This design comes from an exercise in tuning for a short achievable clock period and few clock cycles on the open sky130 flow, not from production work. In this exercise RTL edits were held to simulation tests only and were not proved equivalent to the original. Power and IR drop assume default switching activity.

Design cpu, start of the top module:
module cpu(clock, reset, instruction, read_data, memory_control, PC, ALU_result, write_data);
    input clock;
    input reset;
    input [31:0] instruction;
    input [31:0] read_data;
    output [3:0] memory_control;
    output [31:0] PC;
    output [31:0] ALU_result;
    output [31:0] write_data;
    reg [31:0] pc_o;
    reg [31:0] pc_n;
    wire [31:0] pc_f = ~pc_n;
    reg        valid_d;
    reg [31:0] ir_d;
    reg [31:0] pc_d;
    reg        pred_d;
    reg        valid_x;
    reg [31:0] a_x, b_x, sd_x, c_x;
    reg        s_add_x, s_sub_x, s_and_x, s_or_x, s_xor_x, s_slt_x, s_sltu_x;
    reg        s_sll_x, s_srl_x, s_sra_x, s_c_x;
    reg        jalr_x, ld_x, st_x, wen_x, p_add_x;
    reg [2:0]  f3_x;
    reg [4:0]  rd_x;
    reg        r_eq_x, r_ne_x, r_lt_x, r_ge_x, r_ltu_x, r_geu_x, r_jal_x;
    reg [31:0] alt_x;
    reg        valid_m;
    reg [31:0] res_m, sd_m, addr_m;
    reg        st_m, ld_m, wen_m, mcb_m, mch_m, mcu_m;
    reg [2:0]  f3_m;
    reg [4:0]  rd_m;
    reg        valid_w;
  ...
For scale: ~6500 cells after synthesis, about 0.082 mm^2 of cells after synthesis.
==> flow/config.mk <==
export PLATFORM = sky130hd
export DESIGN_NAME = cpu
export DESIGN_NICKNAME = cpu
export VERILOG_FILES = /design/flow/design.v
export SDC_FILE = /design/flow/constraint.sdc
export NUM_CORES = 4
export LEC_CHECK = 0
export ABC_CLOCK_PERIOD_IN_PS = 3000
export CAP_MARGIN = 20
export CORE_MARGIN = 2
export CORE_UTILIZATION = 40
export SLEW_MARGIN = 20
export SYNTH_HIERARCHICAL = 1
==> flow/constraint.sdc <==
create_clock -name core_clock -period 11.0 [get_ports {clock}]
set_input_delay 2.2000 -clock core_clock [delete_from_list [all_inputs] [get_ports {clock}]]
set_output_delay 2.2000 -clock core_clock [all_outputs]
set_load 0.01 [all_outputs]
standard.sh (not shown) runs the stock make flow with config.mk's settings and CLKGATE_MAP_FILE= SYNTH_SCRIPT=/design/flow/synth_recipe.tcl, a recipe that flattens the netlist after the stock synthesis.
==> flow/flow/run.sh <==
#!/bin/bash
# Standard ORFS layout (standard.sh) with a larger setup repair margin, so that
# repair_timing keeps improving paths well past the 11 ns clock.
set -euo pipefail
bash standard.sh SETUP_SLACK_MARGIN=7.5 finish > standard.log 2>&1
Testbench counts at the start, summed over its fixed seeds: cycles 126,431.
Edit:
--- a/flow/design.v
+++ b/flow/design.v
@@ -406,29 +406,29 @@
     wire [31:0] imm_j = {{12{ir_d[31]}}, ir_d[19:12], ir_d[20], ir_d[30:21], 1'b0};
     wire [31:0] tgt_b = pc_d + imm_b;
     wire [31:0] tgt_j = pc_d + imm_j;
     wire [31:0] pcp4_d = pc_d + 32'd4;
     wire [31:0] auipc_d = pc_d + imm_u;
     wire [31:0] rf1 = (rs1 == 5'd0) ? 32'd0 : rf[rs1];
     wire [31:0] rf2 = (rs2 == 5'd0) ? 32'd0 : rf[rs2];
     wire m1 = valid_m & wen_m & (rd_m == rs1);
     wire m2 = valid_m & wen_m & (rd_m == rs2);
     wire w1 = valid_w & wen_w & (rd_w == rs1);
     wire w2 = valid_w & wen_w & (rd_w == rs2);
-    wire [31:0] ld_val;
-    wire [31:0] mv = ld_m ? ld_val : res_m;
-    wire [31:0] rv1 = m1 ? mv : w1 ? res_w : rf1;
-    wire [31:0] rv2 = m2 ? mv : w2 ? res_w : rf2;
+    wire [31:0] rv1 = m1 ? res_m : w1 ? res_w : rf1;
+    wire [31:0] rv2 = m2 ? res_m : w2 ? res_w : rf2;
     wire x1 = valid_x & wen_x & (rd_x == rs1);
     wire x2 = valid_x & wen_x & (rd_x == rs2);
-    assign stall = valid_d & ((use_rs1 & x1 & ld_x) | (use_rs2 & x2 & ld_x));
+    assign stall = valid_d & (
+        (use_rs1 & ((x1 & ld_x) | (m1 & ld_m))) |
+        (use_rs2 & ((x2 & ld_x) | (m2 & ld_m))));
     wire jalr_c = x1 & s_c_x;
     wire jalr_z = (rs1 == 5'd0);
     wire jalr_fast = is_jalr & (jalr_c | jalr_z);
     wire [31:0] id_tgt_c = c_x + imm_i;
     wire [31:0] zx = (a_x ^ b_x) ^ {a_x[30:0] | b_x[30:0], 1'b0};
     wire sum_zero = ~|zx;
     wire br_on_sum = is_br & pred_d & (f3[2:1] == 2'b00) & valid_x & wen_x & p_add_x &
                      (((rs2 == 5'd0) & (rd_x == rs1)) | ((rs1 == 5'd0) & (rd_x == rs2)));
     wire br_fall = br_on_sum & (f3[0] ? sum_zero : ~sum_zero);
     assign id_redir = valid_d & ~stall & (jalr_fast | br_fall);
     assign id_tgt = jalr_fast ? (jalr_c ? id_tgt_c : imm_i) : pcp4_d;
@@ -551,23 +551,23 @@
         wen_m  <= wen_x;
         f3_m   <= f3_x;
         mcb_m  <= (f3_x[1:0] == 2'b00);
         mch_m  <= (f3_x[1:0] == 2'b01);
         mcu_m  <= f3_x[2] & (ld_x | st_x);
         rd_m   <= rd_x;
     end
     assign PC = pc_o;
     assign ALU_result = addr_m;
     assign write_data = sd_m;
     assign memory_control = {mcu_m, mch_m, mcb_m, st_m};
-    assign ld_val =
+    wire [31:0] ld_val =
         (f3_m == 3'b000) ? {{24{read_data[7]}}, read_data[7:0]} :
         (f3_m == 3'b001) ? {{16{read_data[15]}}, read_data[15:0]} :
                            read_data;
     always @(posedge clock, posedge reset)
         if (reset)
             valid_w <= 1'b0;
         else
             valid_w <= valid_m;
     always @(posedge clock) begin
         res_w <= ld_m ? ld_val : res_m;
         wen_w <= wen_m;
Result:
- The new run finished with timing, DRC and antenna clean
- final area stays flat
- critical path depth shrinks by 21
- fmax grows by about a fifth
- sequential power stays flat
- total power grows slightly
Testbench counts after the change, summed over its fixed seeds: cycles 126,911.


cpu, a different RTL version from the one above (not shown whole).
Size in the first run: about 1500 flip-flops, roughly 80000 um2 of cells after synthesis.
==> flow/config.mk <==
export PLATFORM = sky130hd
export DESIGN_NAME = cpu
export DESIGN_NICKNAME = cpu
export VERILOG_FILES = /design/flow/design.v
export SDC_FILE = /design/flow/constraint.sdc
export NUM_CORES = 4
export LEC_CHECK = 0
export ABC_CLOCK_PERIOD_IN_PS = 3000
export CAP_MARGIN = 20
export CORE_MARGIN = 2
export CORE_UTILIZATION = 40
export SLEW_MARGIN = 20
==> flow/constraint.sdc <==
create_clock -name core_clock -period 11.0 [get_ports {clock}]
set_input_delay 2.2000 -clock core_clock [delete_from_list [all_inputs] [get_ports {clock}]]
set_output_delay 2.2000 -clock core_clock [all_outputs]
set_load 0.01 [all_outputs]
Scripts as last shown in full above: flow/flow/run.sh
The first run finished clean.
Testbench counts at the start, summed over its fixed seeds: cycles 132,933.
Next try:
--- a/flow/design.v
+++ b/flow/design.v
@@ -312,19 +312,17 @@
     input clock;
     input reset;
     input [31:0] instruction;
     input [31:0] read_data;
     output [3:0] memory_control;
     output [31:0] PC;
     output [31:0] ALU_result;
     output [31:0] write_data;
-    reg [31:0] pc_o;
-    reg [31:0] pc_n;
-    wire [31:0] pc_f = ~pc_n;
+    reg [31:0] pc_f;
     reg        btb_v;
     reg [31:0] btb_pc;
     reg [31:0] btb_tgt;
     reg        valid_d;
     reg [31:0] ir_d;
     reg [31:0] pc_d;
     reg        pred_d;
     reg        valid_x;
@@ -332,18 +330,18 @@
     reg        s_add_x, s_sub_x, s_and_x, s_or_x, s_xor_x, s_slt_x, s_sltu_x;
     reg        s_sll_x, s_srl_x, s_sra_x, s_c_x;
     reg        jalr_x, ld_x, st_x, wen_x;
     reg [2:0]  f3_x;
     reg [4:0]  rd_x;
     reg        r_eq_x, r_ne_x, r_lt_x, r_ge_x, r_ltu_x, r_geu_x, r_all_x;
     reg [31:0] alt_x;
     reg        valid_m;
-    reg [31:0] res_m, sd_m, addr_m;
-    reg        st_m, ld_m, wen_m, mcb_m, mch_m, mcu_m;
+    reg [31:0] res_m, sd_m;
+    reg        st_m, ld_m, wen_m;
     reg [2:0]  f3_m;
     reg [4:0]  rd_m;
     reg        valid_w;
     reg [31:0] res_w;
     reg        wen_w;
     reg [4:0]  rd_w;
     reg [31:0] rf [1:31];
     wire        ex_redir;
@@ -355,24 +353,19 @@
     wire [31:0] pc_next =
         ex_redir  ? ex_tgt :
         stall     ? pc_f :
         id_redir  ? id_tgt :
         btb_hit   ? btb_tgt :
                     pc_f + 32'd4;
     always @(posedge clock, posedge reset)
         if (reset)
-            pc_o <= 32'd0;
+            pc_f <= 32'd0;
         else
-            pc_o <= pc_next;
-    always @(posedge clock, posedge reset)
-        if (reset)
-            pc_n <= 32'hFFFFFFFF;
-        else
-            pc_n <= ~pc_next;
+            pc_f <= pc_next;
     wire [6:0] op  = ir_d[6:0];
     wire [4:0] rd  = ir_d[11:7];
     wire [2:0] f3  = ir_d[14:12];
     wire [4:0] rs1 = ir_d[19:15];
     wire [4:0] rs2 = ir_d[24:20];
     wire       f7b5 = ir_d[30];
     wire is_lui   = (op == 7'b0110111);
     wire is_auipc = (op == 7'b0010111);
@@ -474,39 +467,19 @@
         r_all_x <= pred_taken_d & ~is_br & ~is_jal;
         alt_x <= pred_taken_d ? pcp4_d : id_tgt;
     end
     wire [31:0] A  = a_x;
     wire [31:0] B  = b_x;
     wire [31:0] SD = sd_x;
     wire [31:0] sum = A + B;
     wire [31:0] dif = A - B;
-    wire [30:0] lt0 = ~A[30:0] & B[30:0];
-    wire [30:0] eq0 = ~(A[30:0] ^ B[30:0]);
-    wire [31:0] ltt [0:5];
-    wire [31:0] eqt [0:5];
-    assign ltt[0] = {1'b0, lt0};
-    assign eqt[0] = {1'b1, eq0};
-    genvar gl, gi;
-    generate
-        for (gl = 1; gl <= 5; gl = gl + 1) begin : cmp_level
-            for (gi = 0; gi < (32 >> gl); gi = gi + 1) begin : cmp_node
-                assign ltt[gl][gi] = ltt[gl-1][2*gi+1] | (eqt[gl-1][2*gi+1] & ltt[gl-1][2*gi]);
-                assign eqt[gl][gi] = eqt[gl-1][2*gi+1] & eqt[gl-1][2*gi];
-            end
-            assign ltt[gl][31:(32 >> gl)] = 0;
-            assign eqt[gl][31:(32 >> gl)] = 0;
-        end
-    endgenerate
-    wire lt_lo = ltt[5][0];
-    wire eq_lo = eqt[5][0];
-    wire eq31 = ~(A[31] ^ B[31]);
-    wire eq  = eq31 & eq_lo;
-    wire ltu = (~A[31] & B[31]) | (eq31 & lt_lo);
-    wire lts = (A[31] & ~B[31]) | (eq31 & lt_lo);
+    wire ltu = A < B;
+    wire lts = $signed(A) < $signed(B);
+    wire eq  = (A == B);
     wire [31:0] sll = A << B[4:0];
     wire [31:0] srl = A >> B[4:0];
     wire [31:0] sra = $signed(A) >>> B[4:0];
     assign res_x =
         ({32{s_add_x}}  & sum) |
         ({32{s_sub_x}}  & dif) |
         ({32{s_and_x}}  & (A & B)) |
         ({32{s_or_x}}   & (A | B)) |
@@ -526,30 +499,26 @@
             valid_m <= 1'b0;
             st_m <= 1'b0;
         end else begin
             valid_m <= valid_x;
             st_m <= valid_x & st_x;
         end
     always @(posedge clock) begin
         res_m  <= res_x;
-        addr_m <= sum;
         sd_m   <= SD;
         ld_m   <= ld_x;
         wen_m  <= wen_x;
         f3_m   <= f3_x;
-        mcb_m  <= (f3_x[1:0] == 2'b00);
-        mch_m  <= (f3_x[1:0] == 2'b01);
-        mcu_m  <= f3_x[2] & (ld_x | st_x);
         rd_m   <= rd_x;
     end
-    assign PC = pc_o;
-    assign ALU_result = addr_m;
+    assign PC = pc_f;
+    assign ALU_result = res_m;
     assign write_data = sd_m;
-    assign memory_control = {mcu_m, mch_m, mcb_m, st_m};
+    assign memory_control = {f3_m[2], f3_m[1:0] == 2'b01, f3_m[1:0] == 2'b00, st_m};
     wire [31:0] ld_val =
         (f3_m == 3'b000) ? {{24{read_data[7]}}, read_data[7:0]} :
         (f3_m == 3'b001) ? {{16{read_data[15]}}, read_data[15:0]} :
                            read_data;
     always @(posedge clock, posedge reset)
         if (reset)
             valid_w <= 1'b0;
         else
- final cell count went down by about 5%
- worst setup slack loses 0.050 ns
- non-clock buffer count went down by 97
- synthesized area went down by 4.3%
- register-to-register slack loses 0.05 ns
- sequential power went down by 7.2%
- wire length went down by 0.40%
- sequential share of layout area went up by 0.81 points
- die area went down by about 4.3%
- global-route usage went up by 1.7 points
- critical path depth went up by 4
Testbench counts after the change, summed over its fixed seeds: cycles 132,933.

## port drivers added, routing unchanged
How much do the figures lean on ideal ports? The routed layouts below were timed once more, with nothing changed but the port constraints. Step 1: set_driving_cell puts a clkbuf_16 on clock and a buf_2 on each other input, an assumption about the parent block. Step 2 moves the port delays by t, midway between the first and last clock arrival at a register: inputs arrive t later, outputs are due t later. That takes back most of the time a late clock gives input paths. a / b / c = ideal / step 1 / step 2; a / b = the first two.
| run | t (ns) | slack for setup (ns) | worst hold slack (ns) | clock arrival spread, ns |
|---|---|---|---|---|
| the first run of note 1 | 0.903 | 6.583 / 6.583 / 6.400 | 0.326 / 0.326 / 0.326 | 0.075 / 0.075 |
| the second run of note 1 | 0.915 | 7.235 / 7.235 / 6.457 | 0.285 / 0.285 / 0.285 | 0.077 / 0.077 |
| the first run of note 2 | 0.913 | 7.341 / 7.276 / 6.535 | 0.315 / 0.315 / 0.315 | 0.036 / 0.035 |
| the second run of note 2 | 0.890 | 7.292 / 7.286 / 6.656 | 0.324 / 0.324 / 0.324 | 0.045 / 0.044 |
After both steps setup and hold are still met in every run listed. The setup slack of the first run of note 2, which loses most, moves by -0.065 ns with the drivers and by -0.806 ns with both steps.
